What follows belongs to an exercise in optimizing a design on an open flow for small area and a short achievable clock period; a production flow would make more cautious choices. Only simulation tests tie the RTL to the original design; equivalence was not proved. Power and IR drop assume default switching activity.

==> design/flow/run.sh <==
#!/bin/bash
# synth_recipe.tcl (not shown) runs the flow's synth.tcl, then flattens the netlist and writes it again
# the make line also repeats each setting of config.mk as NAME=value (left out here)
make -C /OpenROAD-flow-scripts/flow DESIGN_CONFIG=/design/flow/config.mk WORK_HOME=/design/flow/orfs CLKGATE_MAP_FILE= SYNTH_SCRIPT=/design/flow/synth_recipe.tcl finish
==> design/flow/constraint.sdc <==
create_clock -name core_clock -period 3.5 [get_ports {clock}]
set_input_delay 0.7000 -clock core_clock [delete_from_list [all_inputs] [get_ports {clock}]]
set_output_delay 0.7000 -clock core_clock [all_outputs]
set_load 0.01 [all_outputs]
==> design/flow/config.mk <==
export PLATFORM = sky130hd
export DESIGN_NAME = fp_adder_16_bit
export DESIGN_NICKNAME = fp_adder_16_bit
export VERILOG_FILES = /design/flow/design.v
export SDC_FILE = /design/flow/constraint.sdc
export NUM_CORES = 4
export LEC_CHECK = 0
export CAP_MARGIN = 20
export CORE_MARGIN = 2
export CORE_UTILIZATION = 40
export CTS_BUF_LIST = sky130_fd_sc_hd__clkbuf_8
export CTS_CLUSTER_SIZE = 40
export SETUP_SLACK_MARGIN = 1.5
export SLEW_MARGIN = 20
==> design/flow/design.v <==
module pipe_stage #(parameter W = 1, parameter EN = 1) (
    input clock,
    input [W-1:0] d,
    output [W-1:0] q
);
    generate if (EN) begin : g_reg
        reg [W-1:0] r;
        always @(posedge clock) r <= d;
        assign q = r;
    end else begin : g_wire
        assign q = d;
    end endgenerate
endmodule
module valid_stage #(parameter EN = 1) (
    input clock,
    input reset,
    input d,
    output q
);
    generate if (EN) begin : g_reg
        reg r;
        always @(posedge clock or posedge reset)
            if (reset) r <= 1'b0;
            else       r <= d;
        assign q = r;
    end else begin : g_wire
        assign q = d;
    end endgenerate
endmodule
module fp_adder_16_bit (
    input clock,
    input reset,
    input in_valid,
    input [15:0] operand_a,
    input [15:0] operand_b,
    input final_operation,
    output reg out_valid,
    output reg [15:0] result,
    output reg overflow_flag,
    output reg underflow_flag,
    output reg zero_flag,
    output reg infinity_flag,
    output reg NaN_flag
);
    localparam S1 = 1;    
    localparam S2 = 1;    
    localparam S3 = 1;    
    localparam S4 = 1;    
    localparam S5 = 1;    
    wire        sa = operand_a[15], sb = operand_b[15];
    wire [4:0]  ea = operand_a[14:10], eb = operand_b[14:10];
    wire [9:0]  fa = operand_a[9:0],  fb = operand_b[9:0];
    wire        ha = |fa, hb = |fb;
    wire ea_max = &ea, eb_max = &eb;
    wire inf_c  = (ea_max & ~ha) | (eb_max & ~hb);
    wire nan_c  = (ea_max & ha) | (eb_max & hb);
    wire [5:0]  ediff = {1'b0, ea} - {1'b0, eb};      
    wire        e_lt  = ediff[5];
    wire        e_eq  = (ea == eb);
    wire        f_lt  = (fa < fb);
    wire [4:0]  bexp  = e_lt ? eb : ea;
    wire        flush = e_lt | (ediff[4:0] > 5'd11);
    wire [3:0]  sh    = ediff[3:0];
    wire [9:0]  fa_1, fb_1;
    wire        ha_1, hb_1, sa_1, sb_1, e_lt_1, e_eq_1, f_lt_1;
    wire [4:0]  bexp_1;
    wire [3:0]  sh_1;
    wire        flush_1, fop_1, inf_1, nan_1, v_1;
    pipe_stage #(.W(40), .EN(S1)) r1 (clock,
        {fa, fb, ha, hb, sa, sb, e_lt, e_eq, f_lt, bexp, sh, flush, final_operation, inf_c, nan_c},
        {fa_1, fb_1, ha_1, hb_1, sa_1, sb_1, e_lt_1, e_eq_1, f_lt_1, bexp_1, sh_1, flush_1, fop_1, inf_1, nan_1});
    valid_stage #(.EN(S1)) rv1 (clock, reset, in_valid, v_1);
    wire [10:0] ma_1  = {ha_1, fa_1}, mb_1 = {hb_1, fb_1};
    wire        op_1   = fop_1 ^ sa_1 ^ sb_1;
    wire        zero_1 = ~ha_1 & ~hb_1;
    wire        bsel  = e_eq_1 ? f_lt_1 : e_lt_1;
    wire        sign_1 = bsel ? sb_1 : sa_1;
    wire [10:0] big_1 = bsel ? mb_1 : ma_1;
    wire [13:0] lx    = {mb_1, 3'b000};
    wire [13:0] shx   = lx >> sh_1;
    wire [13:0] smask = ~(14'h3fff << (sh_1 + 4'd2));    
    wire        stk   = |(lx & smask);
    wire        fstk  = e_lt_1 ? ha_1 : hb_1;
    wire [13:0] al    = flush_1 ? {13'd0, fstk} :
                        (e_eq_1 & f_lt_1) ? {ma_1, 3'b000} : {shx[13:1], stk};
    wire [13:0] zmask = ~(14'h3fff << (sh_1 + 4'd3));    
    wire        z3    = flush_1 ? ~fstk : (e_eq_1 & f_lt_1) ? 1'b1 : ~|(lx & zmask);
    wire        c3    = op_1 & z3;
    wire [13:0] ax    = al ^ {14{op_1}};
    wire        keep  = ~op_1 & ~fop_1;              
    wire [10:0] big_2, axh_2;
    wire [2:0]  al_lo_2;
    wire [4:0]  bexp_2;
    wire        c3_2, op_2, keep_2, sign_2, zero_2, inf_2, nan_2, v_2;
    pipe_stage #(.W(37), .EN(S2)) r2 (clock,
        {big_1, ax[13:3], al[2:0], c3, op_1, keep, bexp_1, sign_1, zero_1, inf_1, nan_1},
        {big_2, axh_2, al_lo_2, c3_2, op_2, keep_2, bexp_2, sign_2, zero_2, inf_2, nan_2});
    valid_stage #(.EN(S2)) rv2 (clock, reset, v_1, v_2);
    wire [11:0] g0 = {big_2 & axh_2, c3_2};
    wire [11:0] p0 = {big_2 ^ axh_2, 1'b0};
    wire [11:0] g1, p1, g2, p2, g3, p3, g4;
    genvar j;
    generate for (j = 0; j < 12; j = j + 1) begin : g_ks
        if (j >= 1) begin : l1
            assign g1[j] = g0[j] | (p0[j] & g0[j-1]);
            assign p1[j] = p0[j] & p0[j-1];
        end else begin : n1
            assign g1[j] = g0[j];
            assign p1[j] = p0[j];
        end
        if (j >= 2) begin : l2
            assign g2[j] = g1[j] | (p1[j] & g1[j-2]);
            assign p2[j] = p1[j] & p1[j-2];
        end else begin : n2
            assign g2[j] = g1[j];
            assign p2[j] = p1[j];
        end
        if (j >= 4) begin : l3
            assign g3[j] = g2[j] | (p2[j] & g2[j-4]);
            assign p3[j] = p2[j] & p2[j-4];
        end else begin : n3
            assign g3[j] = g2[j];
            assign p3[j] = p2[j];
        end
        if (j >= 8) begin : l4
            assign g4[j] = g3[j] | (p3[j] & g3[j-8]);
        end else begin : n4
            assign g4[j] = g3[j];
        end
    end endgenerate
    wire [11:0] hi   = {g4[11], p0[11:1] ^ g4[10:0]};
    wire [2:0]  r_lo = op_2 ? (3'd0 - al_lo_2) : al_lo_2;
    wire        as_  = hi[11] & keep_2;
    wire [13:0] R    = {hi[10:0], r_lo};
    wire [13:0] R_3;
    wire [4:0]  bexp_3;
    wire        as_3, sign_3, zero_3, inf_3, nan_3, v_3;
    pipe_stage #(.W(24), .EN(S3)) r3 (clock,
        {R, as_, bexp_2, sign_2, zero_2, inf_2, nan_2},
        {R_3, as_3, bexp_3, sign_3, zero_3, inf_3, nan_3});
    valid_stage #(.EN(S3)) rv3 (clock, reset, v_2, v_3);
    wire [14:0] T = {as_3, R_3};
    reg  [3:0]  s;
    integer i;
    always @(*) begin
        s = 4'd1;
        for (i = 0; i < 14; i = i + 1)
            if (R_3[i]) s = 4'd14 - i;
        if (as_3) s = 4'd0;
    end
    wire [14:0] tsh = T << {s[3:2], 2'b00};          
    wire [13:0] tsh_4;
    wire [3:0]  s_4;
    wire [4:0]  bexp_4;
    wire        sign_4, zero_4, inf_4, nan_4, v_4;
    pipe_stage #(.W(27), .EN(S4)) r4 (clock,
        {tsh[13:0], s, bexp_3, sign_3, zero_3, inf_3, nan_3},
        {tsh_4, s_4, bexp_4, sign_4, zero_4, inf_4, nan_4});
    valid_stage #(.EN(S4)) rv4 (clock, reset, v_3, v_4);
    wire [13:0] fsh = tsh_4 << s_4[1:0];
    wire [12:0] nm_4 = fsh[13:1];
    wire [4:0]  ne  = bexp_4 + 5'd1 - {1'b0, s_4};
    wire [9:0]  M   = nm_4[12:3];
    wire        inc = nm_4[2] & (nm_4[1] | nm_4[0] | nm_4[3]);
    wire [9:0]  pre;
    genvar k;
    generate for (k = 0; k < 10; k = k + 1) begin : g_pre
        if (k == 0) begin : g0
            assign pre[k] = 1'b1;
        end else begin : gk
            assign pre[k] = &M[k-1:0];
        end
    end endgenerate
    wire [9:0]  mr  = M ^ (pre & {10{inc}});
    wire        m_all1 = &M;
    wire        m_zero = ~|M;
    wire        m_1ff  = (M == 10'h1ff);
    wire        m_200  = (M == 10'h200);
    wire        wr  = inc ? m_1ff : m_200;           
    wire        mrz = inc ? m_all1 : m_zero;         
    wire [9:0]  mr_5;
    wire [4:0]  ne0;
    wire        wr_5, mrz_5, sign_5, zero_5, inf_5, nan_5, v_5;
    pipe_stage #(.W(21), .EN(S5)) r5 (clock,
        {mr, wr, mrz, ne, sign_4, zero_4, inf_4, nan_4},
        {mr_5, wr_5, mrz_5, ne0, sign_5, zero_5, inf_5, nan_5});
    valid_stage #(.EN(S5)) rv5 (clock, reset, v_4, v_5);
    wire [4:0]  ne1 = ne0 + 5'd1;
    wire        ovf = wr_5 ? (ne0 == 5'd30) : (ne0 == 5'd31);
    wire        unf = (ne0 == 5'd0) & mrz_5;
    wire [4:0]  ex  = wr_5 ? ne1 : ne0;
    wire [9:0]  mo  = ovf ? 10'd0 : wr_5 ? 10'd1 : mr_5;
    wire [4:0]  xo  = (inf_5 | nan_5) ? 5'h1f : ex;
    wire [9:0]  fo  = inf_5 ? 10'd0 : nan_5 ? 10'h3ff : mo;
    always @(posedge clock) begin
        result         <= {sign_5, xo, fo};
        overflow_flag  <= ovf;
        underflow_flag <= unf;
        zero_flag      <= zero_5;
        infinity_flag  <= inf_5;
        NaN_flag       <= nan_5;
    end
    always @(posedge clock or posedge reset)
        if (reset) out_valid <= 1'b0;
        else       out_valid <= v_5;
endmodule
==> reports/metrics.csv, run 1 <==
metric,value,unit
VDD IR max,329,uV
Pre-antenna DRT Iters,5,
Final HPWL DP,10.8,mm
met2 Use GR,27.4,%
CP Launch Type,flop,
met3 usage,3.25,%
post-synth top area share,46.9,%
first-pass GRT wire length,23.4,mm
GRT Total Usage,14.9,%
fmax,514,MHz
Worst R2R End,r5.g_reg.r[9],
Crit Path Category,flop to flop,
dpl cell area,8100,um2
hold path startpoint,r3.g_reg.r[1],
Mapped Area,7260,um2
fillers,1665,
PwrDens,760,nW/um2
DR vias,5109,
area grow syn2layout,21.5,%
Syn Inst Count,688,
layout cells sized above 1,15.6,%
Tcrit/Tclk final,55.6,%
r2r setup slk,1550,ps
combinational power share,33.9,%
RR Startpoint,r4.g_reg.r[9],
Top Usage Layer GRT,met2,
final WL,14.7,mm
worst hold path depth,0,
Chip Height,139,um
GPL Wtd Cong,0.907,
Synth Register Bits,176,
routed vias/inst,5.08,
Clock Skews,17.9,ps
worst-skew pair later-pin latency,450,ps
status,no timing/DRC/antenna violations,
largest net degree at the start of global routing,25,
"Hold-fix buffers, CTS",0,
initial core utilization,40.5,%
most frequent cells after synthesis,"170 x dfxtp_1, 60 x nor2_1, 59 x inv_1",
Register Area,3570,um2
Leak Pwr,3.77,nW
Clock Sink Count,176,
die width,139,um
DRC Markers,0,
clock transition at the registers of the reported paths,90,ps
CTS HTree Levels,4,
CP endpoint kind,flop,
Clock power frac,22.7,%
synth warn,7,
Cell Int Power,4.46,mW
"EDFF count, synth",0,
Pins Over Slew Limit,0,
core area,17900,um2
initial antenna violation count,0,
worst slew pin tran,921,ps
Final Setup Violations,0,
drt wl/cell,14.7,um
number of global-route vias before repair,4864,
switching share of power,33.5,%
Crit Path Max Fanout,14,
commonest register cell after synthesis,dfxtp_1,
Die Area,19200,um2
synth top area cells,"dfxtp_1 47%, ha_1 7.8%, mux2_2 3.7%",
final hold violations,0,
asr flop ratio synth,3.41,%
IO Pins,58,
cell taking the most area after synthesis,dfxtp_1,
Hold Crit Endpoint,r4.g_reg.r[1],
CTS tree,done,
RSZ-0062 raised after global routing,true,
GR Util met1,17.0,%
Num CTS Buffers,17,
"Data arrival, critical path",2290,ps
Avg Synthesized Cell Area,10.5,um2
PortBufs,57,
ant diodes,0,
R2R cell count,6,
Antenna Nets Post-Route,0,
syn_nets,772,
Critical Path RT,3840,ps
max-cap violations,0,
Setup TNS Final,0,ps
post-route cell area,8820,um2
Site Rows,49,
Final min period,1950,ps
multi-input logic area,3550,um2
CTS Root Cell,clkbuf_8,
most frequent cell after synthesis,dfxtp_1,
DRT iter0 DRCs,178,
Seq pwr share,43.4,%
NetSw,2.25,mW
GRT overflow,0,
sequential area share after synthesis,49.0,%
Slew HR,38.1,%
Hold WC Path Type,flop to flop,
clk buf depth,2,
NumNets Final,847,
post-synthesis cell type count,70,
[per-layer routing]
layer	up-vias	wire length, um
met5	-	0
met4	0	301
met3	24	463
met2	105	7670
met1	2426	6300
li1	2554	-
[power by group through the flow]
stage	Sequential, mW	Combinational, mW	Clock (mW)
after global placement	2.95	2.16	0
after floorplan	2.84	1.69	0
final	2.91	2.27	1.52
after global routing	2.98	2.52	1.64
after CTS	2.92	2.17	1.56
after detailed placement	2.96	2.19	0
[repair_timing]
item / 4_1_cts / 5_1_grt
endpoints found under the hold margin: 0 / 0
cloned: 0 / 1
gates resized for setup: 50 / 26
setup buffers: 5 / 5
setup endpoints to repair: 48 / 15
pin swaps: 5 / 8
[stage by stage]
| step | cells | setup WS [ps] | total power, mW | hold WS (ps) | utilization (%) |
|---|---|---|---|---|---|
| after global placement | 962 | 595 | 5.11 | 310 | 45.3 |
| final | 1005 | 1550 | 6.70 | 328 | 49.2 |
| after detailed placement | 962 | 487 | 5.16 | 312 | 45.3 |
| after global routing | 1005 | 1450 | 7.14 | 336 | 49.2 |
| after floorplan | 688 | 1470 | 4.53 | 310 | - |
| after CTS | 999 | 1500 | 6.65 | 329 | 48.0 |
[worst max-delay path by stage]
stage                           endpoint  cells past startpoint          start  slack [ps]
final                      r5.g_reg.r[9]                      6  r4.g_reg.r[9]        1550
after global routing      r2.g_reg.r[11]                      8  r1.g_reg.r[4]        1450
after CTS                 r1.g_reg.r[12]                      7  operand_b[13]        1500
after detailed placement  r1.g_reg.r[12]                      9  operand_b[11]         490
after global placement    r1.g_reg.r[12]                      9  operand_b[11]         590
after floorplan           r1.g_reg.r[12]                      9  operand_b[11]        1470
[critical path, cell delays in order (launching register included)]
cell	delay, ps
dfxtp_4	480
mux4_1	570
a21boi_2	180
and2_1	170
nand4_1	150
nor2_1	90
a22o_1	200
[layout make-up]
type	instances	share of cell area, %
sequential	176	40.5
timing repair buffer	72	7.89
clock buffer	17	2.65
multi-input combinational	432	40.3
clock inverter	15	2.34
inverter	64	3.11
tap	229	3.25
[cell families (layout without fill, tap and decap cells)]
group	after synthesis	after routing	share of synthesized area, %
multiplexers	57	57	10.4
adder cells (fa/ha/maj)	48	48	8.59
XOR/XNOR	39	39	4.71
buffers and inverters	80	168	4.71
flip-flops	176	176	49.0
AO/OA/AOI/OAI	135	135	12.6
AND/OR/NAND/NOR	153	153	10.1
[placed cells by master (no fill, tap or decap), types with 4 or more instances in the layout]
cell type,instances
mux2_2,22
xnor2_1,28
clkdlybuf4s50_1,23
mux2i_1,17
nor4_1,7
nor2b_1,7
o21a_1,5
nand4_1,7
dlygate4sd2_1,30
dfxtp_4,4
inv_6,4
bufinv_16,4
and3_1,6
nand3_1,11
xor2_1,11
o21ai_0,22
ha_1,33
nor3_1,7
o21ai_1,7
inv_1,59
ha_4,9
a22oi_1,8
clkbuf_8,17
o22ai_1,5
a211oi_1,4
a21o_1,9
nor2_1,60
buf_4,11
dfxtp_1,166
dfrtp_1,6
mux4_2,7
nand2_1,31
a21oi_1,37
[registers in the layout, summed over array words and instances, names as in the netlist]
register,cells
r5.g_reg.r,21
overflow_flag,1
rv2.g_reg.r,1
rv4.g_reg.r,1
rv5.g_reg.r,1
result,16
rv3.g_reg.r,1
out_valid,1
r4.g_reg.r,27
infinity_flag,1
r3.g_reg.r,24
r1.g_reg.r,40
underflow_flag,1
zero_flag,1
r2.g_reg.r,37
NaN_flag,1
rv1.g_reg.r,1
==> inputs of run 2 (changes only) <==
--- a/design/flow/config.mk
+++ b/design/flow/config.mk
@@ -5,10 +5,11 @@
 export SDC_FILE = /design/flow/constraint.sdc
 export NUM_CORES = 4
 export LEC_CHECK = 0
+export ABC_AREA = 1
 export CAP_MARGIN = 20
 export CORE_MARGIN = 2
 export CORE_UTILIZATION = 40
 export CTS_BUF_LIST = sky130_fd_sc_hd__clkbuf_8
 export CTS_CLUSTER_SIZE = 40
-export SETUP_SLACK_MARGIN = 1.5
+export SETUP_SLACK_MARGIN = 1.8
 export SLEW_MARGIN = 20
==> run 2 against run 1 <==
  * Combinational power rose by 22%
  * Sequential power is 2% lower
  * Wire length grew 3.7%
  * Final area increased by 2.5%
  * Sequential share of layout area is 0.89 points lower
  * Fmax increased by 12%
  * Critical path depth increased by 1
  * Setup slack improved by 200 ps
  * Global-route usage grew 0.81 points
  * Critical path type is now input pin to flop
  * Critical endpoint is now r1.g_reg.r[13]
==> reports/metrics.csv, run 2 <==
metric,value,unit,change
DRC Markers,0,,unchanged
Critical Path RT,3830,ps,about the same
Pins Over Slew Limit,0,,unchanged
Synth Area in Simple Gates,16.4,%,+6.3 points
max-cap violations,0,,unchanged
DRT iter0 DRCs,377,,+110%
post-route cell area,9030,um2,+2.5%
fillers,1756,,+5.5%
Hold WC Path Type,flop to flop,,
worst slew pin tran,500,ps,-421 ps
initial antenna violation count,0,,unchanged
post-synthesis mux area share,0.155,%,-10 points
final WL,15.3,mm,+3.7%
status,no timing/DRC/antenna violations,,
number of flip-flops in the largest register,40,,unchanged
final hold violations,0,,unchanged
final core occ,50.5,%,+1.2 points
drt wl/cell,12.8,um,-13%
Hold Crit Endpoint,r5.g_reg.r[1],,
most frequent cells after synthesis,"170 x dfxtp_1, 165 x nand2_1, 129 x inv_1",,
Site Rows,49,,unchanged
DR vias,5703,,+12%
Crit Path Category,input pin to flop,,
"EDFF count, synth",0,,unchanged
Synth Register Bits,176,,unchanged
hold path startpoint,r4.g_reg.r[1],,
Top Registers,"r1.g_reg.r (40), r2.g_reg.r (37), r4.g_reg.r (27)",,
synth top area cells,"dfxtp_1 47%, nand2_1 8.5%, ha_1 7.7%",,
ant diodes,0,,unchanged
Pre-antenna DRT Iters,4,,-1
Clock Skews,17.7,ps,-0.197 ps
Crit Path Max Fanout,3,,-11
Die Area,19300,um2,+0.12%
CP endpoint kind,flop,,
most frequent cells in the layout,"160 x dfxtp_1, 159 x nand2_1, 118 x inv_1",,
routed vias/inst,4.78,,-6.0%
asr flop ratio synth,3.41,%,unchanged
Final HPWL DP,11.0,mm,+1.2%
syn_nets,946,,+23%
RR Startpoint,r4.g_reg.r[9],,
placed insts,1130,,+17%
CP Launch Type,input pin,,
IO Pins,58,,unchanged
first-pass GRT wire length,24.6,mm,+5.1%
fmax,573,MHz,+12%
PwrDens,772,nW/um2,+1.6%
area grow syn2layout,24.3,%,
Synth Area in XOR/XNOR,4.58,%,-0.13 points
CTS HTree Levels,4,,unchanged
Final min period,1740,ps,-203 ps
RSZ-0062 raised after global routing,true,,
worst hold slack,330,ps,+2.01 ps
worst-skew pair later-pin latency,460,ps,about the same
Tcrit/Tclk final,49.8,%,-5.8 points
layout cells sized above 1,21.0,%,+5.4 points
PortBufs,57,,unchanged
"Data arrival, critical path",2080,ps,-210 ps
Syn Inst Count,862,,+25%
complex-gate fraction of the synthesized area,12.9,%,+0.38 points
Synth Area in Adders,8.58,%,-0.010 points
core area,17900,um2,unchanged
main combinational cell family by area after synthesis,simple AND/OR/NAND/NOR gates,,
die width,139,um,about the same
CTS tree,done,,
Final WS setup,1760,ps,+203 ps
dpl cell area,8120,um2,+0.20%
GRT Total Usage,15.8,%,+0.81 points
"most common cell after layout, fill and taps aside",dfxtp_1,,
Chip Height,139,um,about the same
R2R cell count,11,,+5
initial core utilization,40.6,%,+0.049 points
Setup WS pre-CTS,729,ps,+242 ps
Clock Sink Count,176,,unchanged
clock transition at the registers of the reported paths,100,ps,about the same
clk buf depth,2,,unchanged
NumNets Final,1035,,+22%
Worst R2R End,r5.g_reg.r[10],,
Antenna Nets Post-Route,0,,unchanged
Overall Power,6.98,mW,+4.1%
Slew HR,66.6,%,+28 points
Setup TNS Final,0,ps,unchanged
post-synthesis cell type count,46,,-34%
commonest register cell after synthesis,dfxtp_1,,
most frequent cell after synthesis,dfxtp_1,,
Leak Pwr,4.25,nW,+13%
largest register by flop count,r1.g_reg.r,,
CTS Root Cell,clkbuf_8,,
Mapped Area,7270,um2,+0.12%
GPL Wtd Cong,0.895,,-1.3%
number of global-route vias before repair,5273,,+8.4%
GRT overflow,0,,unchanged
VDD IR max,362,uV,+10%
Final Setup Violations,0,,unchanged
Avg Synthesized Cell Area,8.43,um2,-20%
r2r setup slk,1840,ps,+290 ps
Num CTS Buffers,17,,unchanged
sequential area share after synthesis,48.9,%,-0.059 points
largest net degree at the start of global routing,24,,-4.0%
synth warn,7,,unchanged
worst hold path depth,0,,unchanged
Non-Filler Instances,1193,,+19%
post-synth top area share,46.8,%,-0.057 points
cell taking the most area after synthesis,dfxtp_1,,
run 2: cell types whose count changed after synthesis, sizes merged, moves of 9 or more:
cell	change
inv	+74
xnor2	-21
nand3	+21
mux2i	-21
mux2	-26
xor2	+20
mux4	-9
o21ai	+48
nand2	+138
a21oi	+9
nor2	-15
run 2: worst max-delay path by stage:
stage | start | to | slack, ps | cells after the start
finish | operand_a[5] | r1.g_reg.r[13] | 1760 | 7
global route | r1.g_reg.r[5] | r2.g_reg.r[12] | 1730 | 9
CTS | r1.g_reg.r[5] | r2.g_reg.r[11] | 1760 | 11
detailed placement | operand_b[14] | r1.g_reg.r[3] | 730 | 9
global placement | operand_b[14] | r1.g_reg.r[3] | 760 | 9
floorplan | operand_b[14] | r1.g_reg.r[10] | 1580 | 7
run 2: logic make-up after synthesis:
family                   after synthesis
buffers and inverters                156
AO/OA/AOI/OAI                        163
flip-flops                           176
XOR/XNOR                              38
adder cells (fa/ha/maj)               48
multiplexers                           1
AND/OR/NAND/NOR                      280
run 2: repair_timing:
action	in CTS	in global routing
setup buffers	17	11
gates resized for setup	155	89
cloned	1	2
pin swaps	12	35
hold buffers	0	0
endpoints found under the setup margin	77	49
run 2: power breakdown:
part	internal [mW]	switching, mW
combinational	1.20	1.57
sequential	2.54	0.323
clock	0.537	0.810
run 2: layer usage:
| metal | GRT usage (%) | wire (um) | up-vias |
|---|---|---|---|
| li1 | - | - | 2968 |
| met1 | 18.9 | 6780 | 2595 |
| met2 | 27.4 | 7650 | 117 |
| met3 | 3.83 | 560 | 23 |
| met4 | 5.95 | 292 | 0 |
| met5 | 0 | 0 | - |
run 2: worst max-delay path: stages:
cell,delay [ps]
clkdlybuf4s50_1,510
ha_4,320
inv_1,50
o31ai_2,220
nand2_1,90
o311ai_0,100
a31oi_1,80
run 2: cell type report:
| type | instances | area, um2 | share of cell area, % |
|---|---|---|---|
| clock inverter | 15 | 168 | 1.86 |
| tap | 229 | 287 | 3.17 |
| timing repair buffer | 88 | 726 | 8.03 |
| timing repair inverter | 1 | 5.00 | 0.0554 |
| inverter | 136 | 541 | 5.98 |
| clock buffer | 17 | 234 | 2.59 |
| multi-input combinational | 531 | 3500 | 38.7 |
| sequential | 176 | 3580 | 39.6 |
==> inputs of run 3 (changes only) <==
--- a/design/flow/config.mk
+++ b/design/flow/config.mk
@@ -11,5 +11,5 @@
 export CORE_UTILIZATION = 40
 export CTS_BUF_LIST = sky130_fd_sc_hd__clkbuf_8
 export CTS_CLUSTER_SIZE = 40
-export SETUP_SLACK_MARGIN = 1.8
+export SETUP_SLACK_MARGIN = 1.6
 export SLEW_MARGIN = 20
==> run 3 against run 2 <==
  * Still clean on timing, DRC and antenna
  * Power is 5.5% lower
  * Sequential power is 1% lower
  * Final area fell by 4.3%
  * Area after synthesis unchanged
  * Utilization shrank 2.1 points
  * Die area did not move
  * Wire length shrank 2.6%
  * First-iteration DRC count is 9.3% lower
  * Largest power group unchanged
==> reports/metrics.csv, run 3 <==
metric,value,unit,change
DR vias,5602,,-1.8%
post-synthesis cell type count,46,,unchanged
most frequent cells after synthesis,"170 x dfxtp_1, 165 x nand2_1, 129 x inv_1",,
largest register by flop count,r1.g_reg.r,,
Synth Area in Simple Gates,16.4,%,unchanged
main combinational cell family by area after synthesis,simple AND/OR/NAND/NOR gates,,
RSZ-0062 raised after global routing,true,,
Num CTS Buffers,17,,unchanged
Clock Sink Count,176,,unchanged
Final min period,1850,ps,+111 ps
clk buf depth,2,,unchanged
IO Pins,58,,unchanged
Crit Path Category,input pin to flop,,
commonest register cell after synthesis,dfxtp_1,,
Worst R2R End,r2.g_reg.r[12],,
Syn Inst Count,862,,unchanged
RR Startpoint,r1.g_reg.r[5],,
synth warn,7,,unchanged
Site Rows,49,,unchanged
Leak Pwr,4.09,nW,-3.8%
Chip Height,139,um,unchanged
initial core utilization,40.6,%,unchanged
most frequent cells in the layout,"165 x dfxtp_1, 164 x nand2_1, 120 x inv_1",,
Setup TNS Final,0,ps,unchanged
CP Launch Type,input pin,,
"EDFF count, synth",0,,unchanged
first-pass GRT wire length,24.3,mm,-1.4%
initial antenna violation count,0,,unchanged
Pins Over Slew Limit,0,,unchanged
Hold Crit Endpoint,r4.g_reg.r[2],,
post-synth top area share,46.8,%,unchanged
Slew HR,65.4,%,-1.2 points
NumNets Final,1018,,-1.6%
sequential area share after synthesis,48.9,%,unchanged
"Hold-fix buffers, CTS",0,,unchanged
DRT iter0 DRCs,342,,-9.3%
Clock Skews,18.6,ps,+0.937 ps
dpl cell area,8100,um2,-0.20%
most frequent cell after synthesis,dfxtp_1,,
number of global-route vias before repair,5176,,-1.8%
complex-gate fraction of the synthesized area,12.9,%,unchanged
"Data arrival, critical path",2220,ps,+140 ps
die width,139,um,unchanged
CP endpoint kind,flop,,
largest net degree at the start of global routing,26,,+8.3%
r2r setup slk,1730,ps,-110 ps
Non-Filler Instances,1176,,-1.4%
hold path startpoint,r3.g_reg.r[2],,
number of flip-flops in the largest register,40,,unchanged
synth top area cells,"dfxtp_1 47%, nand2_1 8.5%, ha_1 7.7%",,
fmax,539,MHz,-6.0%
final WL,14.9,mm,-2.6%
worst slew pin tran,514,ps,+13.4 ps
syn_nets,946,,unchanged
fillers,1780,,+1.4%
drt wl/cell,12.7,um,-1.2%
clock transition at the registers of the reported paths,100,ps,about the same
final hold violations,0,,unchanged
VDD IR max,424,uV,+17%
CTS tree,done,,
GRT Total Usage,15.4,%,-0.36 points
multi-input logic area,3210,um2,-8.2%
Synth Register Bits,176,,unchanged
area grow syn2layout,19.0,%,
post-synthesis mux area share,0.155,%,unchanged
core area,17900,um2,unchanged
GRT overflow,0,,unchanged
R2R cell count,9,,-2
PwrDens,762,nW/um2,-1.3%
status,no timing/DRC/antenna violations,,
worst hold path depth,0,,unchanged
CTS HTree Levels,4,,unchanged
Tcrit/Tclk final,53.0,%,+3.2 points
"most common cell after layout, fill and taps aside",dfxtp_1,,
ant diodes,0,,unchanged
Top Registers,"r1.g_reg.r (40), r2.g_reg.r (37), r4.g_reg.r (27)",,
Pre-antenna DRT Iters,5,,+1
asr flop ratio synth,3.41,%,unchanged
Synth Area in XOR/XNOR,4.58,%,unchanged
DRC Markers,0,,unchanged
Mapped Area,7270,um2,unchanged
max-cap violations,0,,unchanged
Final HPWL DP,11.1,mm,+1.0%
Synth Area in Adders,8.58,%,unchanged
Critical Path RT,3860,ps,+30 ps
final core occ,48.3,%,-2.1 points
post-route cell area,8650,um2,-4.3%
CTS Root Cell,clkbuf_8,,
placed insts,1130,,unchanged
worst hold slack,321,ps,-8.98 ps
routed vias/inst,4.76,,-0.35%
cell taking the most area after synthesis,dfxtp_1,,
GPL Wtd Cong,0.915,,+2.2%
Antenna Nets Post-Route,0,,unchanged
Hold WC Path Type,flop to flop,,
Final Setup Violations,0,,unchanged
layout cells sized above 1,11.0,%,-10 points
worst-skew pair later-pin latency,460,ps,about the same
PortBufs,57,,unchanged
Die Area,19300,um2,unchanged
Avg Synthesized Cell Area,8.43,um2,unchanged
Register Area,3570,um2,-0.24%
Crit Path Max Fanout,6,,+3
[run 3: worst max-delay path, stage by stage]
cell	delay [ps]
clkdlybuf4s50_1	440
ha_2	210
or4_4	570
nand3_4	120
inv_2	40
nor2_1	80
nand2_1	50
[run 3: worst max-delay path by stage]
stage                   from              to
3_5_place_dp   operand_b[14]   r1.g_reg.r[3]
2_1_floorplan  operand_b[14]  r1.g_reg.r[10]
3_3_place_gp   operand_b[14]   r1.g_reg.r[3]
6_report       operand_b[10]   r1.g_reg.r[3]
5_1_grt        r1.g_reg.r[5]  r2.g_reg.r[11]
4_1_cts        r1.g_reg.r[4]  r2.g_reg.r[11]
[run 3: final cells by class]
cell class	instances	area share [%]
clock buffers	17	2.71
clock inverters	15	2.11
inverters	136	6.22
multi-input cells	532	37.1
flip-flops and latches	176	41.2
well taps	229	3.31
repair buffers	71	7.29
[run 3: per-stage QoR]
stage	power (mW)	worst slack [ps]
floorplan	4.55	1580
global placement	5.19	757
detailed placement	5.20	753
CTS	6.55	1560
global route	7.13	1540
finish	6.59	1650
[run 3: report_power, final]
group	switching, mW	internal, mW
Clock	0.838	0.556
Combinational	1.42	0.963
Sequential	0.282	2.54
Total	2.54	4.05
[run 3: cell families after synthesis]
group,Yosys count
compound gates,163
xor+xnor,38
fa+ha+maj,48
buf+inv,156
flops,176
mux,1
simple gates,280
[run 3: what timing repair did]
item,4_1_cts,5_1_grt
setup buffers,3,9
cloned,1,1
resized for setup,50,16
pin swaps,3,2
setup endpoints to repair,51,13
[run 3: routing by layer]
layer	vias up	track usage [%]	share of wire, %	wire length [um]
met4	0	5.95	2.3	348
li1	2940	-	-	-
met2	131	26.9	49	7320
met5	-	0	0	0
met1	2505	18.5	45	6640
met3	26	3.49	3.8	568
==> inputs of run 4 (changes only) <==
--- a/design/flow/config.mk
+++ b/design/flow/config.mk
@@ -5,7 +5,6 @@
 export SDC_FILE = /design/flow/constraint.sdc
 export NUM_CORES = 4
 export LEC_CHECK = 0
-export ABC_AREA = 1
 export CAP_MARGIN = 20
 export CORE_MARGIN = 2
 export CORE_UTILIZATION = 40
==> run 4 against run 3 <==
  * Critical path depth did not move
  * First-iteration DRC count shrank 29%
  * Clock-buffer cell count stayed put
  * Clock power is 5% lower
  * Hold slack better by 4.7 ps
  * Utilization is 1.1 points higher
  * Synthesized cell count fell by 20%
  * Final area up 2.4%
  * Non-clock buffer count up 3
  * Power increased by 0.74%
  * Fmax down 3.4%
  * Sequential share of layout area down 0.81 points
  * Critical path type is now flop to flop
  * Critical endpoint is now r3.g_reg.r[23]
==> reports/metrics.csv, run 4 <==
metric,value,unit,change
Setup TNS Final,0,ps,unchanged
Top Registers,"r1.g_reg.r (40), r2.g_reg.r (37), r4.g_reg.r (27)",,
largest net degree at the start of global routing,25,,-3.8%
Worst R2R End,r3.g_reg.r[23],,
fillers,1624,,-8.8%
RR Startpoint,r2.g_reg.r[20],,
layout cells sized above 1,19.3,%,+8.3 points
worst hold slack,326,ps,+4.67 ps
switching share of power,35.9,%,-2.6 points
GPL Wtd Cong,0.895,,-2.2%
ant diodes,0,,unchanged
Leak Pwr,3.73,nW,-8.7%
Hold Crit Endpoint,r5.g_reg.r[1],,
clk buf depth,2,,unchanged
"EDFF count, synth",0,,unchanged
CTS Root Cell,clkbuf_8,,
syn_nets,772,,-18%
area grow syn2layout,22.0,%,
CTS tree,done,,
Cell Int Power,4.26,mW,+5.0%
clock transition at the registers of the reported paths,100,ps,about the same
CTS HTree Levels,4,,unchanged
final core occ,49.5,%,+1.1 points
Crit Path Max Fanout,3,,-3
Clock Sink Count,176,,unchanged
NumNets Final,849,,-17%
initial antenna violation count,0,,unchanged
IO Pins,58,,unchanged
die width,139,um,about the same
Final min period,1920,ps,+65.3 ps
synth top area cells,"dfxtp_1 47%, ha_1 7.8%, mux2_2 3.7%",,
asr flop ratio synth,3.41,%,unchanged
drt wl/cell,14.7,um,+16%
final hold violations,0,,unchanged
r2r setup slk,1580,ps,-150 ps
CP endpoint kind,flop,,
PortBufs,57,,unchanged
CP Launch Type,flop,,
"Hold-fix buffers, CTS",0,,unchanged
number of global-route vias before repair,5038,,-2.7%
DR vias,5095,,-9.1%
Synth Register Bits,176,,unchanged
Clock power frac,19.9,%,-1.2 points
placed insts,961,,-15%
Avg Synthesized Cell Area,10.5,um2,+25%
Clock Skews,15.1,ps,-3.56 ps
Final Setup Violations,0,,unchanged
Antenna Nets Post-Route,0,,unchanged
GRT Total Usage,15.3,%,-0.063 points
post-synthesis cell type count,70,,+52%
worst-skew pair later-pin latency,460,ps,about the same
worst hold path depth,0,,unchanged
Mapped Area,7260,um2,-0.12%
most frequent cells after synthesis,"170 x dfxtp_1, 60 x nor2_1, 59 x inv_1",,
status,no timing/DRC/antenna violations,,
"Data arrival, critical path",2290,ps,+70 ps
R2R cell count,7,,-2
worst slew pin tran,745,ps,+231 ps
PwrDens,750,nW/um2,-1.6%
Pre-antenna DRT Iters,4,,-1
Tcrit/Tclk final,54.9,%,+1.9 points
first-pass GRT wire length,24.2,mm,-0.46%
Final HPWL DP,10.7,mm,-3.2%
Non-Filler Instances,1007,,-14%
Syn Inst Count,688,,-20%
core area,17900,um2,unchanged
"most common cell after layout, fill and taps aside",dfxtp_1,,
Site Rows,49,,unchanged
routed vias/inst,5.06,,+6.2%
largest register by flop count,r1.g_reg.r,,
max-cap violations,0,,unchanged
Hold WC Path Type,flop to flop,,
DRC Markers,0,,unchanged
Seq pwr share,43.9,%,+1.2 points
Critical Path RT,3870,ps,about the same
hold path startpoint,r4.g_reg.r[1],,
VDD IR max,376,uV,-11%
Crit Path Category,flop to flop,,
post-synth top area share,46.9,%,+0.057 points
fmax,521,MHz,-3.4%
NetSw,2.39,mW,-6.0%
DRT iter0 DRCs,242,,-29%
final WL,14.8,mm,-0.58%
combinational power share,36.3,%,+0.2 points
RSZ-0062 raised after global routing,true,,
number of flip-flops in the largest register,40,,unchanged
synth warn,7,,unchanged
most frequent cells in the layout,"157 x dfxtp_1, 58 x nor2_1, 56 x inv_1",,
Die Area,19200,um2,-0.12%
initial core utilization,40.5,%,-0.049 points
Chip Height,139,um,about the same
cell taking the most area after synthesis,dfxtp_1,,
sequential area share after synthesis,49.0,%,+0.059 points
Slew HR,50.2,%,-15 points
commonest register cell after synthesis,dfxtp_1,,
Num CTS Buffers,17,,unchanged
most frequent cell after synthesis,dfxtp_1,,
Pins Over Slew Limit,0,,unchanged
GRT overflow,0,,unchanged
run 4: repair_timing:
action | CTS | global route
resized for setup | 60 | 41
endpoints found under the setup margin | 49 | 27
setup buffers | 7 | 7
endpoints found under the hold margin | 0 | 0
pin swaps | 6 | 19
run 4: final cells by class:
| cell class | count | area [um2] | area share, % |
|---|---|---|---|
| Clock buffer | 17 | 234 | 2.64 |
| Clock inverter | 15 | 151 | 1.71 |
| Inverter | 64 | 268 | 3.02 |
| Multi-Input combinational cell | 432 | 3650 | 41.2 |
| Sequential cell | 176 | 3580 | 40.4 |
| Tap cell | 229 | 287 | 3.24 |
| Timing Repair Buffer | 74 | 684 | 7.73 |
run 4: how the worst max path moves through the flow:
| stage | to | from | slack, ps | cells after the start |
|---|---|---|---|---|
| floorplan | r1.g_reg.r[10] | operand_b[11] | 1480 | 9 |
| CTS | r3.g_reg.r[23] | r2.g_reg.r[26] | 1600 | 7 |
| global placement | r1.g_reg.r[8] | operand_b[11] | 620 | 9 |
| global route | r2.g_reg.r[11] | r1.g_reg.r[4] | 1470 | 10 |
| detailed placement | r1.g_reg.r[8] | operand_b[11] | 570 | 9 |
| finish | r3.g_reg.r[23] | r2.g_reg.r[20] | 1580 | 7 |
run 4: routing by layer:
layer  vias to the layer above  GRT usage [%]  share of wire (%)
met5                         -              0                  0
met4                         0           6.38                2.1
met2                        93           27.4                 52
li1                       2557              -                  -
met3                        18           3.45                3.0
met1                      2427           17.7                 43
run 4: power by group through the flow:
stage / registers [mW] / clock network [mW] / logic (mW)
after global placement: 2.96 / 0 / 2.15
after CTS: 2.91 / 1.36 / 2.24
final: 2.92 / 1.32 / 2.41
after global routing: 2.98 / 1.46 / 2.66
after floorplan: 2.84 / 0 / 1.69
after detailed placement: 2.99 / 0 / 2.20
run 4: logic make-up (layout without fill, tap and decap cells):
group | count (synthesis) | after routing | synth area share [%]
adder cells (fa/ha/maj) | 48 | 48 | 8.59
multiplexers | 57 | 57 | 10.4
AND/OR/NAND/NOR | 153 | 153 | 10.1
AO/OA/AOI/OAI | 135 | 135 | 12.6
flip-flops | 176 | 176 | 49.0
XOR/XNOR | 39 | 39 | 4.71
buffers and inverters | 80 | 170 | 4.71
run 4: through the flow:
stage / power, mW / setup WS (ps) / area (um2)
6_report: 6.64 / 1580 / 8850
2_1_floorplan: 4.54 / 1480 / 7350
5_1_grt: 7.10 / 1470 / 8850
3_3_place_gp: 5.11 / 616 / 8120
3_5_place_dp: 5.18 / 574 / 8120
4_1_cts: 6.52 / 1600 / 8630
run 4: critical path, cell delays in order (launching register included):
cell,delay [ps]
dfxtp_2,340
ha_4,240
a21o_1,200
a221oi_2,280
nor2_1,80
a31o_2,240
o41ai_2,300
xnor2_1,160
==> inputs of run 5 (changes only) <==
--- a/design/flow/design.v
+++ b/design/flow/design.v
@@ -78,13 +78,19 @@
     wire [10:0] big_1 = bsel ? mb_1 : ma_1;
     wire [13:0] lx    = {mb_1, 3'b000};
     wire [13:0] shx   = lx >> sh_1;
-    wire [13:0] smask = ~(14'h3fff << (sh_1 + 4'd2));    
-    wire        stk   = |(lx & smask);
+    wire [10:0] por;
+    genvar q;
+    generate for (q = 0; q < 11; q = q + 1) begin : g_por
+        assign por[q] = |mb_1[q:0];
+    end endgenerate
+    wire [15:0] stk_sel = {3'b000, por, 2'b00};     
+    wire [15:0] nz_sel  = {4'b0000, por, 1'b0};     
+    wire        stk   = stk_sel[sh_1];
+    wire        nz_lo = nz_sel[sh_1];
     wire        fstk  = e_lt_1 ? ha_1 : hb_1;
     wire [13:0] al    = flush_1 ? {13'd0, fstk} :
                         (e_eq_1 & f_lt_1) ? {ma_1, 3'b000} : {shx[13:1], stk};
-    wire [13:0] zmask = ~(14'h3fff << (sh_1 + 4'd3));    
-    wire        z3    = flush_1 ? ~fstk : (e_eq_1 & f_lt_1) ? 1'b1 : ~|(lx & zmask);
+    wire        z3    = flush_1 ? ~fstk : (e_eq_1 & f_lt_1) ? 1'b1 : ~nz_lo;
     wire        c3    = op_1 & z3;
     wire [13:0] ax    = al ^ {14{op_1}};
     wire        keep  = ~op_1 & ~fop_1;              
==> run 5 against run 4 <==
  * Die area decreased by 1.8%
  * Fmax down 4.2%
  * Power up 2.6%
  * Critical path depth is 2 lower
  * Hold slack improved by 3.7 ps
  * Clock skew shrank 0.78 ps
  * First-iteration DRC count shrank 12%
  * Global-route usage grew 1.9 points
  * Clock-buffer cell count unchanged
  * Flip-flop and latch count is the same
  * Clock power rose by 5%
==> reports/metrics.csv, run 5 <==
metric,value,unit,change
max-cap violations,0,,unchanged
Pre-antenna DRT Iters,4,,unchanged
Synth Area in XOR/XNOR,4.43,%,-0.28 points
Leak Pwr,3.81,nW,+2.0%
NumNets Final,866,,+2.0%
Die Area,18900,um2,-1.8%
Hold WC Path Type,flop to flop,,
clk buf depth,2,,unchanged
final hold violations,0,,unchanged
"Data arrival, critical path",2380,ps,+90 ps
Pins Over Slew Limit,0,,unchanged
largest net degree at the start of global routing,23,,-8.0%
Avg Synthesized Cell Area,10.1,um2,-4.1%
GPL Wtd Cong,0.915,,+2.2%
Synth Area in Simple Gates,11.2,%,+1.2 points
drt wl/cell,15.0,um,+1.9%
PwrDens,771,nW/um2,+2.8%
routed vias/inst,5.10,,+0.74%
worst-skew pair later-pin latency,440,ps,-20 ps
Top Registers,"r1.g_reg.r (40), r2.g_reg.r (37), r4.g_reg.r (27)",,
cell taking the most area after synthesis,dfxtp_1,,
Synth Register Bits,176,,unchanged
CP Launch Type,flop,,
CP endpoint kind,flop,,
Synth Area in Adders,7.17,%,-1.4 points
crit path from,r1.g_reg.r[23],,
Tcrit/Tclk final,57.2,%,+2.4 points
Site Rows,48,,-2.0%
DRC Markers,0,,unchanged
core area,17400,um2,-3.0%
Critical Path RT,3880,ps,about the same
post-synthesis cell type count,63,,-10%
largest register by flop count,r1.g_reg.r,,
hold path startpoint,r4.g_reg.r[2],,
"EDFF count, synth",0,,unchanged
synth warn,7,,unchanged
die width,137,um,-0.92%
Final Setup Violations,0,,unchanged
initial antenna violation count,0,,unchanged
ant diodes,0,,unchanged
met3 usage,3.64,%,+0.19 points
most frequent cells in the layout,"154 x dfxtp_1, 56 x nor2_1, 50 x inv_1",,
post-synth top area share,47.8,%,+0.90 points
first-pass GRT wire length,25.6,mm,+6.1%
status,no timing/DRC/antenna violations,,
number of flip-flops in the largest register,40,,unchanged
final WL,15.4,mm,+4.1%
Num CTS Buffers,17,,unchanged
number of global-route vias before repair,5393,,+7.0%
multi-input logic area,3530,um2,-3.3%
post-synthesis mux area share,9.00,%,-1.4 points
Clock Sink Count,176,,unchanged
CTS HTree Levels,4,,unchanged
initial core utilization,41.0,%,+0.49 points
synth top area cells,"dfxtp_1 48%, ha_1 6.3%, mux2i_1 4.2%",,
GR Util met1,19.6,%,+1.9 points
IO Pins,58,,unchanged
GRT overflow,0,,unchanged
most frequent cell after synthesis,dfxtp_1,,
Mapped Area,7120,um2,-1.9%
dpl cell area,7960,um2,-1.9%
"Hold-fix buffers, CTS",0,,unchanged
DR vias,5245,,+2.9%
fillers,1581,,-2.6%
worst hold slack,330,ps,+3.74 ps
commonest register cell after synthesis,dfxtp_1,,
Top Usage Layer GRT,met2,,
layout cells sized above 1,19.9,%,+0.62 points
final core occ,50.9,%,+1.5 points
clock transition at the registers of the reported paths,90,ps,about the same
most frequent cells after synthesis,"170 x dfxtp_1, 57 x nor2_1, 55 x inv_1",,
post-route cell area,8840,um2,-0.20%
Final HPWL DP,11.2,mm,+4.4%
main combinational cell family by area after synthesis,compound AO/OA/AOI/OAI gates,,
Chip Height,137,um,-0.92%
VDD IR max,452,uV,+20%
"most common cell after layout, fill and taps aside",dfxtp_1,,
Slew HR,57.7,%,+7.5 points
Crit Path Max Fanout,3,,unchanged
Crit Path Category,flop to flop,,
worst slew pin tran,630,ps,-114 ps
PortBufs,57,,unchanged
syn_nets,779,,+0.91%
area grow syn2layout,24.1,%,
Setup TNS Final,0,ps,unchanged
Antenna Nets Post-Route,0,,unchanged
RR Startpoint,r1.g_reg.r[23],,
placed insts,969,,+0.83%
Final min period,2000,ps,+83.5 ps
sequential area share after synthesis,49.9,%,+0.94 points
complex-gate fraction of the synthesized area,13.8,%,+1.3 points
Register Area,3590,um2,+0.17%
Clock Skews,14.3,ps,-0.782 ps
RSZ-0062 raised after global routing,true,,
fmax,499,MHz,-4.2%
GRT Total Usage,17.2,%,+1.9 points
Non-Filler Instances,1029,,+2.2%
met2 Use GR,31.2,%,+3.8 points
CTS tree,done,,
DRT iter0 DRCs,214,,-12%
asr flop ratio synth,3.41,%,unchanged
Syn Inst Count,704,,+2.3%
CTS Root Cell,clkbuf_8,,
## run 5: worst max-delay path, stage by stage, from the launching register on
cell,delay (ps)
dfxtp_4,360
or4_4,530
or4_4,450
buf_4,160
o311ai_4,230
and4_1,220
## run 5: power by group
group	switching, mW	leakage, nW	internal, mW
logic	1.26	2.11	1.24
registers	0.419	1.49	2.52
clock network	0.781	0.204	0.600
## run 5: cells by family after synthesis
kind of cell | after synthesis
simple gates | 164
xor+xnor | 36
compound gates | 154
buf+inv | 77
mux | 58
flops | 176
fa+ha+maj | 39
## run 5: metal layers
metal,up-vias,part of all wire [%]
met5,-,0
met4,0,1.8
met3,18,3.2
met2,116,52
met1,2477,43
li1,2634,-
## run 5: repair_timing
item / 4_1_cts / 5_1_grt
endpoints found under the setup margin: 56 / 26
buffers inserted: 18 / 10
pin swaps: 16 / 6
resized for setup: 69 / 45
gates cloned: 0 / 0
## run 5: worst paths after layout
kind | slack (ps) | end | cells past startpoint
max | 1500 | r2.g_reg.r[11] | 5
min | 330 | r5.g_reg.r[2] | 0
max reg2reg | 1500 | r2.g_reg.r[11] | 5
min reg2reg | 330 | r5.g_reg.r[2] | 0
max in group asynchronous | 2860 | out_valid | 2
min in group asynchronous | 460 | rv1.g_reg.r | 2
## run 5: cell type report
cell class,instances,share of cell area (%)
Clock buffer,17,2.65
Tap cell,225,3.19
Sequential cell,176,40.6
Clock inverter,15,1.93
Multi-Input combinational cell,451,40.0
Inverter,57,2.69
Timing Repair Buffer,88,9.02
## run 5: stage by stage
| stage | worst slack, ps | power (mW) |
|---|---|---|
| after global routing | 1450 | 7.27 |
| after global placement | 615 | 4.99 |
| after detailed placement | 584 | 5.07 |
| after CTS | 1460 | 6.59 |
| after floorplan | 1480 | 4.41 |
| final | 1500 | 6.81 |
==> inputs of run 6 (changes only) <==
--- a/design/flow/config.mk
+++ b/design/flow/config.mk
@@ -5,6 +5,7 @@
 export SDC_FILE = /design/flow/constraint.sdc
 export NUM_CORES = 4
 export LEC_CHECK = 0
+export ABC_AREA = 1
 export CAP_MARGIN = 20
 export CORE_MARGIN = 2
 export CORE_UTILIZATION = 40
==> run 6 against run 5 <==
  * Sequential share of layout area is 0.94 points higher
  * Wire length down 6.2%
  * Clock skew is 3.6 ps higher
  * Register-to-register slack gained 240 ps
  * First-iteration DRC count increased by 7.9%
  * Combinational power is 7% lower
  * Fmax grew 9.9%
  * Via count up 5.0%
  * Cell count increased by 13%
  * Synthesized cell count grew 21%
  * Sequential power down 4%
  * Die area increased by 1.1%
  * Largest power group unchanged
==> reports/metrics.csv, run 6 <==
metric,value,unit,change
largest register by flop count,r1.g_reg.r,,
clock transition at the registers of the reported paths,100,ps,about the same
Antenna Nets Post-Route,0,,unchanged
layout cells sized above 1,11.0,%,-8.9 points
Pins Over Slew Limit,0,,unchanged
Setup TNS Final,0,ps,unchanged
Die Area,19100,um2,+1.1%
routed vias/inst,4.75,,-6.9%
CP Cell Sequence,dlygate4sd2_1,,
final hold violations,0,,unchanged
worst hold slack,328,ps,-2.22 ps
most frequent cell after synthesis,dfxtp_1,,
Num CTS Buffers,17,,unchanged
Crit Path Max Fanout,1,,-2
CTS HTree Levels,4,,unchanged
clk buf depth,2,,unchanged
IO Pins,58,,unchanged
GRT Total Usage,15.6,%,-1.5 points
"Data arrival, critical path",1120,ps,-1260 ps
Synth Area in Adders,7.09,%,-0.082 points
core area,17800,um2,+2.8%
Pre-antenna DRT Iters,5,,+1
Synth Area in Simple Gates,18.1,%,+6.9 points
WP buf/inv,1,,unchanged
GPL Wtd Cong,0.878,,-4.1%
VDD IR max,384,uV,-15%
Seq pwr share,43.1,%,about the same
fmax,549,MHz,+9.9%
Cell Int Power,4.08,mW,-6.3%
Top Registers,"r1.g_reg.r (40), r2.g_reg.r (37), r4.g_reg.r (27)",,
"EDFF count, synth",0,,unchanged
CP endpoint kind,primary output,,
main combinational cell family by area after synthesis,simple AND/OR/NAND/NOR gates,,
synth top area cells,"dfxtp_1 47%, nand2_1 8.7%, ha_1 6.3%",,
sequential area share after synthesis,49.3,%,-0.57 points
Site Rows,49,,+2.1%
DRT iter0 DRCs,231,,+7.9%
Final Setup Violations,0,,unchanged
slowest CP cell,dfrtp_1,,
area grow syn2layout,19.2,%,
Worst R2R End,r3.g_reg.r[22],,
ant diodes,0,,unchanged
switching share of power,38.0,%,+2.0 points
Clock Sink Count,176,,unchanged
Slew HR,62.7,%,+5.0 points
worst hold path depth,0,,unchanged
syn_nets,928,,+19%
PwrDens,767,nW/um2,-0.56%
Synth Register Bits,176,,unchanged
Hold Crit Endpoint,r4.g_reg.r[6],,
Avg Synthesized Cell Area,8.44,um2,-17%
asr flop ratio synth,3.41,%,unchanged
synth warn,7,,unchanged
Synth Area in XOR/XNOR,4.48,%,+0.053 points
status,no timing/DRC/antenna violations,,
Final HPWL DP,11.2,mm,-0.27%
drt wl/cell,12.5,um,-17%
Syn Inst Count,853,,+21%
RR Startpoint,r2.g_reg.r[26],,
first-pass GRT wire length,24.4,mm,-4.7%
number of flip-flops in the largest register,40,,unchanged
final core occ,48.1,%,-2.8 points
final WL,14.4,mm,-6.2%
Non-Filler Instances,1160,,+13%
PortBufs,57,,unchanged
cell family with most CP delay,flip-flops,,
Chip Height,138,um,+0.56%
worst-skew pair later-pin latency,460,ps,+20 ps
Tcrit/Tclk final,52.1,%,-5.2 points
worst slew pin tran,554,ps,-76.3 ps
Final min period,1820,ps,-181 ps
RSZ-0062 raised after global routing,true,,
Setup WS pre-CTS,795,ps,+210 ps
Final WS setup,1680,ps,+181 ps
most frequent cells after synthesis,"170 x dfxtp_1, 166 x nand2_1, 119 x inv_1",,
Clock Skews,17.9,ps,+3.57 ps
CP Launch Type,flop,,
largest net degree at the start of global routing,26,,+13%
post-synth top area share,47.2,%,-0.55 points
Leak Pwr,4.01,nW,+5.3%
post-synthesis mux area share,0.295,%,-8.7 points
initial core utilization,40.4,%,-0.65 points
NetSw,2.50,mW,+1.9%
"slowest stage delay, CP",380,ps,-150 ps
die width,138,um,+0.56%
placed insts,1121,,+16%
number of global-route vias before repair,5345,,-0.89%
r2r setup slk,1740,ps,+240 ps
initial antenna violation count,0,,unchanged
complex-gate fraction of the synthesized area,12.7,%,-1.1 points
R2R cell count,7,,+2
hold path startpoint,r3.g_reg.r[6],,
Hold WC Path Type,flop to flop,,
post-synthesis cell type count,55,,-13%
DRC Markers,0,,unchanged
max-cap violations,0,,unchanged
DR vias,5506,,+5.0%
NumNets Final,993,,+15%
Critical Path RT,2800,ps,-1080 ps
"most common cell after layout, fill and taps aside",dfxtp_1,,
Mapped Area,7200,um2,+1.2%
CTS tree,done,,
Crit Path Category,flop to primary output,,
combinational power share,35.5,%,-1.1 points
cell taking the most area after synthesis,dfxtp_1,,
Clock power frac,21.5,%,+1.2 points
commonest register cell after synthesis,dfxtp_1,,
CTS Root Cell,clkbuf_8,,
most frequent cells in the layout,"166 x dfxtp_1, 159 x nand2_1, 112 x inv_1",,
GRT overflow,0,,unchanged
-- run 6: cell types whose count changed in the layout (fill, tap and decap cells not counted), sizes merged, moves of 23 or more --
cell / previous run / this run
buf: 32 / 9
inv: 63 / 130
mux2: 25 / 1
mux2i: 31 / 1
nand2: 39 / 171
nand3: 9 / 37
o21ai: 36 / 71
-- run 6: final cells by class --
| class | count | area (um2) |
|---|---|---|
| timing repair buffer | 66 | 607 |
| tap | 229 | 287 |
| sequential | 176 | 3570 |
| inverter | 124 | 490 |
| clock buffer | 17 | 234 |
| clock inverter | 15 | 185 |
| fill | 1716 | 9250 |
| multi-input combinational | 533 | 3220 |
-- run 6: what timing repair did --
| action | 4_1_cts | 5_1_grt |
|---|---|---|
| pin swaps | 5 | 3 |
| gates cloned | 1 | 0 |
| hold buffers | 0 | 0 |
| setup buffers | 0 | 6 |
| gates resized for setup | 45 | 26 |
| endpoints found under the setup margin | 51 | 26 |
-- run 6: worst max-delay path by stage --
stage,to,from,depth (start not counted),slack [ps]
floorplan,r1.g_reg.r[10],operand_b[13],7,1540
global placement,r1.g_reg.r[10],operand_b[13],7,820
detailed placement,r1.g_reg.r[11],operand_b[13],8,790
CTS,r1.g_reg.r[9],operand_a[11],7,1610
global route,r5.g_reg.r[10],r4.g_reg.r[9],11,1560
finish,out_valid,out_valid,1,1680
-- run 6: power groups by stage --
stage               logic, mW  registers, mW  clock network, mW
floorplan                1.79           2.80                  0
global placement         2.33           2.90                  0
detailed placement       2.35           2.91                  0
CTS                      2.30           2.86               1.46
global route             2.70           2.90               1.55
finish                   2.33           2.83               1.41
-- run 6: logic make-up (layout without fill, tap and decap cells) --
group,Yosys count,in the layout
flip-flops,176,176
XOR/XNOR,36,36
AO/OA/AOI/OAI,161,161
adder cells (fa/ha/maj),39,39
multiplexers,2,2
AND/OR/NAND/NOR,294,295
buffers and inverters,145,222
-- run 6: worst register-to-register path: stages (launching register included) --
cell and delay (ps):
dfxtp_1 350, inv_1 60, fa_1 470, o21ai_2 210, a21oi_1 140, o21ai_2 170
a21oi_1 100, xor2_1 140
-- run 6: per-layer routing --
layer	share of wire [%]	GRT usage [%]
met1	44	18.4
met2	50	27.5
met3	3.1	3.39
met4	2.8	6.71
met5	0	0
-- run 6: stage by stage --
step           cell area, um2  power, mW
4_1_cts                  8480       6.62
3_5_place_dp             8040       5.26
6_report                 8590       6.58
3_3_place_gp             8040       5.23
5_1_grt                  8590       7.15
2_1_floorplan            7280       4.59
==> inputs of run 7 (changes only) <==
--- a/design/flow/config.mk
+++ b/design/flow/config.mk
@@ -11,5 +11,5 @@
 export CORE_UTILIZATION = 40
 export CTS_BUF_LIST = sky130_fd_sc_hd__clkbuf_8
 export CTS_CLUSTER_SIZE = 40
-export SETUP_SLACK_MARGIN = 1.6
+export SETUP_SLACK_MARGIN = 2.0
 export SLEW_MARGIN = 20
==> run 7 against run 6 <==
  * Sequential share of layout area fell by 5.3 points
  * Utilization is 7.8 points higher
  * Still clean
  * Critical path depth increased by 8
  * Setup slack better by 150 ps
  * Clock skew shrank 4.7 ps
  * Final area rose by 16%
  * Largest cell class is now multi-input gates
  * Wire length up 19%
==> reports/metrics.csv, run 7 <==
metric,value,unit,change
status,no timing/DRC/antenna violations,,
area grow syn2layout,38.6,%,
largest register by flop count,r1.g_reg.r,,
PortBufs,57,,unchanged
die width,138,um,unchanged
largest net degree at the start of global routing,24,,-7.7%
synth warn,7,,unchanged
Seq pwr share,37.9,%,-5.2 points
R2R cell count,9,,+2
sequential area share after synthesis,49.3,%,unchanged
most frequent cell after synthesis,dfxtp_1,,
met3 usage,3.78,%,+0.38 points
CP most frequent cell,nand2_1,,
Pins Over Slew Limit,0,,unchanged
NumNets Final,1058,,+6.5%
syn_nets,928,,unchanged
Syn Inst Count,853,,unchanged
Antenna Nets Post-Route,0,,unchanged
most frequent cells after synthesis,"170 x dfxtp_1, 166 x nand2_1, 119 x inv_1",,
Avg Synthesized Cell Area,8.44,um2,unchanged
Final HPWL DP,11.1,mm,-0.23%
routed vias/inst,4.91,,+3.5%
RR Startpoint,r4.g_reg.r[9],,
initial antenna violation count,0,,unchanged
"Data arrival, critical path",2070,ps,+950 ps
GPL Wtd Cong,0.914,,+4.2%
clock transition at the registers of the reported paths,100,ps,about the same
cell taking the most area after synthesis,dfxtp_1,,
worst hold slack,332,ps,+4.11 ps
drt wl/cell,14.0,um,+12%
Crit Path Max Fanout,6,,+5
CP Cell Sequence,buf_8 -> o21ai_1 -> or2_1 -> nand2_2 -> nor3b_2 -> nand2_1 -> nand2_1 -> nand3_2 -> nor2_1,,
Die Area,19100,um2,unchanged
ant diodes,0,,unchanged
Slew HR,60.6,%,-2.0 points
hold path startpoint,r3.g_reg.r[6],,
slowest CP cell,dfxtp_4,,
worst-skew pair later-pin latency,460,ps,about the same
clk buf depth,2,,unchanged
Hold WC Path Type,flop to flop,,
most frequent cells in the layout,"136 x dfxtp_1, 134 x nand2_1, 87 x inv_1",,
max-cap violations,0,,unchanged
worst slew pin tran,590,ps,+35.5 ps
commonest register cell after synthesis,dfxtp_1,,
Overall Power,7.76,mW,+18%
r2r setup slk,1830,ps,+90 ps
Clock Sink Count,176,,unchanged
CP endpoint kind,flop,,
number of global-route vias before repair,5884,,+10%
worst hold path depth,0,,unchanged
CTS HTree Levels,4,,unchanged
Setup TNS Final,0,ps,unchanged
Hold Crit Endpoint,r4.g_reg.r[6],,
Chip Height,138,um,unchanged
NetSw,3.09,mW,+23%
GRT overflow,0,,unchanged
number of flip-flops in the largest register,40,,unchanged
Cell Int Power,4.67,mW,+14%
asr flop ratio synth,3.41,%,unchanged
CP Launch Type,flop,,
Top Registers,"r1.g_reg.r (40), r2.g_reg.r (37), r4.g_reg.r (27)",,
met2 Use GR,30.9,%,+3.4 points
synth top area cells,"dfxtp_1 47%, nand2_1 8.7%, ha_1 6.3%",,
"most common cell after layout, fill and taps aside",dfxtp_1,,
VDD IR max,474,uV,+24%
DRT iter0 DRCs,431,,+87%
Critical Path RT,3900,ps,+1100 ps
core area,17800,um2,unchanged
DRC Markers,0,,unchanged
post-route cell area,9980,um2,+16%
"slowest stage delay, CP",430,ps,+50 ps
multi-input logic area,4040,um2,+25%
final hold violations,0,,unchanged
first-pass GRT wire length,27.0,mm,+11%
Worst R2R End,r5.g_reg.r[10],,
Tcrit/Tclk final,47.7,%,-4.3 points
Mapped Area,7200,um2,unchanged
Clock Skews,13.1,ps,-4.75 ps
Final Setup Violations,0,,unchanged
CTS tree,done,,
PwrDens,777,nW/um2,+1.4%
GR Util met1,19.6,%,+1.2 points
final core occ,56.0,%,+7.8 points
switching share of power,39.8,%,+1.8 points
"EDFF count, synth",0,,unchanged
Clock power frac,17.0,%,-4.5 points
Num CTS Buffers,17,,unchanged
layout cells sized above 1,38.3,%,+27 points
Leak Pwr,4.45,nW,+11%
Crit Path Category,flop to flop,,
initial core utilization,40.4,%,unchanged
Site Rows,49,,unchanged
Top Usage Layer GRT,met2,,
RSZ-0062 raised after global routing,true,,
IO Pins,58,,unchanged
combinational power share,45.1,%,+9.6 points
fmax,599,MHz,+9.1%
GRT Total Usage,17.2,%,+1.5 points
final WL,17.2,mm,+19%
Final min period,1670,ps,-152 ps
post-synth top area share,47.2,%,unchanged
dpl cell area,8150,um2,+1.4%
post-synthesis cell type count,55,,unchanged
DR vias,6016,,+9.3%
CTS Root Cell,clkbuf_8,,
fillers,1557,,-9.3%
Synth Register Bits,176,,unchanged
Register Area,3620,um2,+1.5%
Pre-antenna DRT Iters,9,,+4
cell family with most CP delay,simple AND/OR/NAND/NOR gates,,
WP buf/inv,1,,unchanged
==> run 7: cell count changes in the layout (fill, tap and decap cells not counted), moves of 19 or more <==
cell,delta
buf_4,+53
dfxtp_1,-30
inv_1,-25
nand2_1,-25
dfxtp_2,+24
o21ai_0,-24
clkdlybuf4s50_1,-19
==> run 7: cells by family after synthesis <==
group	count (synthesis)	synth area share, %
buffers and inverters	145	7.96
DFF	176	49.3
and+or+nand+nor	294	18.1
AOI/OAI and AO/OA	161	12.7
muxes	2	0.295
adders and majority gates	39	7.09
xor gates and xnor gates	36	4.48
==> run 7: layout make-up <==
cell class                 instances  share of cell area, %
clock buffer                      17                   2.34
clock inverter                    15                   1.47
inverter                         124                   5.38
multi-input combinational        534                   40.4
sequential                       176                   36.2
tap                              229                   2.87
timing repair buffer             129                   11.2
timing repair inverter             1                 0.0752
==> run 7: worst max path at each step <==
stage / startpoint / end / slack, ps / cells after the start
detailed placement: operand_b[13] / r1.g_reg.r[11] / 750 / 8
global placement: operand_b[13] / r1.g_reg.r[9] / 800 / 7
floorplan: operand_b[13] / r1.g_reg.r[10] / 1540 / 7
CTS: out_valid / out_valid / 1810 / 1
finish: r4.g_reg.r[9] / r5.g_reg.r[10] / 1830 / 9
global route: r4.g_reg.r[9] / r5.g_reg.r[10] / 1730 / 12
==> run 7: timing repair <==
action	4_1_cts	5_1_grt
hold buffers	0	0
endpoints found under the setup margin	95	90
pin swaps	53	73
buffers inserted	44	25
endpoints found under the hold margin	0	0
gates resized for setup	280	187
gates cloned	4	0
==> run 7: power by group through the flow <==
stage	registers (mW)	logic, mW	clock network (mW)
2_1_floorplan	2.81	1.84	0
3_3_place_gp	2.91	2.39	0
3_5_place_dp	2.91	2.41	0
4_1_cts	2.87	3.03	1.36
5_1_grt	3.00	3.87	1.45
6_report	2.94	3.50	1.32
==> run 7: layer usage <==
layer / vias to the layer above / wire length (um)
met5: - / 0
met4: 0 / 471
met3: 50 / 580
met2: 151 / 9080
met1: 2761 / 7020
li1: 3054 / -
==> run 7: per-stage QoR <==
stage / cells / setup slack, ps
3_3_place_gp: 1120 / 795
3_5_place_dp: 1120 / 753
5_1_grt: 1225 / 1730
2_1_floorplan: 853 / 1540
4_1_cts: 1200 / 1810
6_report: 1225 / 1830

-- separate check: timing with driven ports --
How much do the figures lean on ideal ports? The routed layouts below were timed once more, with nothing changed but the port constraints. Step 1 (the two cells are an assumption about what drives the block):
set clk [get_ports {clock}]
set_driving_cell -lib_cell sky130_fd_sc_hd__clkbuf_16 $clk
set_driving_cell -lib_cell sky130_fd_sc_hd__buf_2 [delete_from_list [all_inputs] $clk]
Step 2 adds t to the input delays and takes it off the output delays; t is the mean of the earliest and latest rising clock arrival at the registers after step 1. Input paths then give back, and output paths get back, about the clock's delay inside the block. Slacks: no drivers / after step 1 / after step 2; pairs: no drivers / after step 1.
run	t, ns	setup slack, ns	worst setup path after step 2
run 1	0.484	1.553 / 1.553 / 1.076	input to register
run 2	0.489	1.756 / 1.774 / 1.285	input to register
run 3	0.488	1.645 / 1.649 / 1.161	input to register
run 4	0.486	1.580 / 1.580 / 1.134	input to register
run 5	0.476	1.497 / 1.497 / 1.158	input to register
run 6	0.488	1.678 / 1.641 / 1.208	input to register
run 7	0.487	1.829 / 1.803 / 1.401	input to register
After both steps every run listed still meets setup and hold. The setup slack of run 3, which loses most, moves by +0.004 ns with the drivers and by -0.484 ns with both steps.
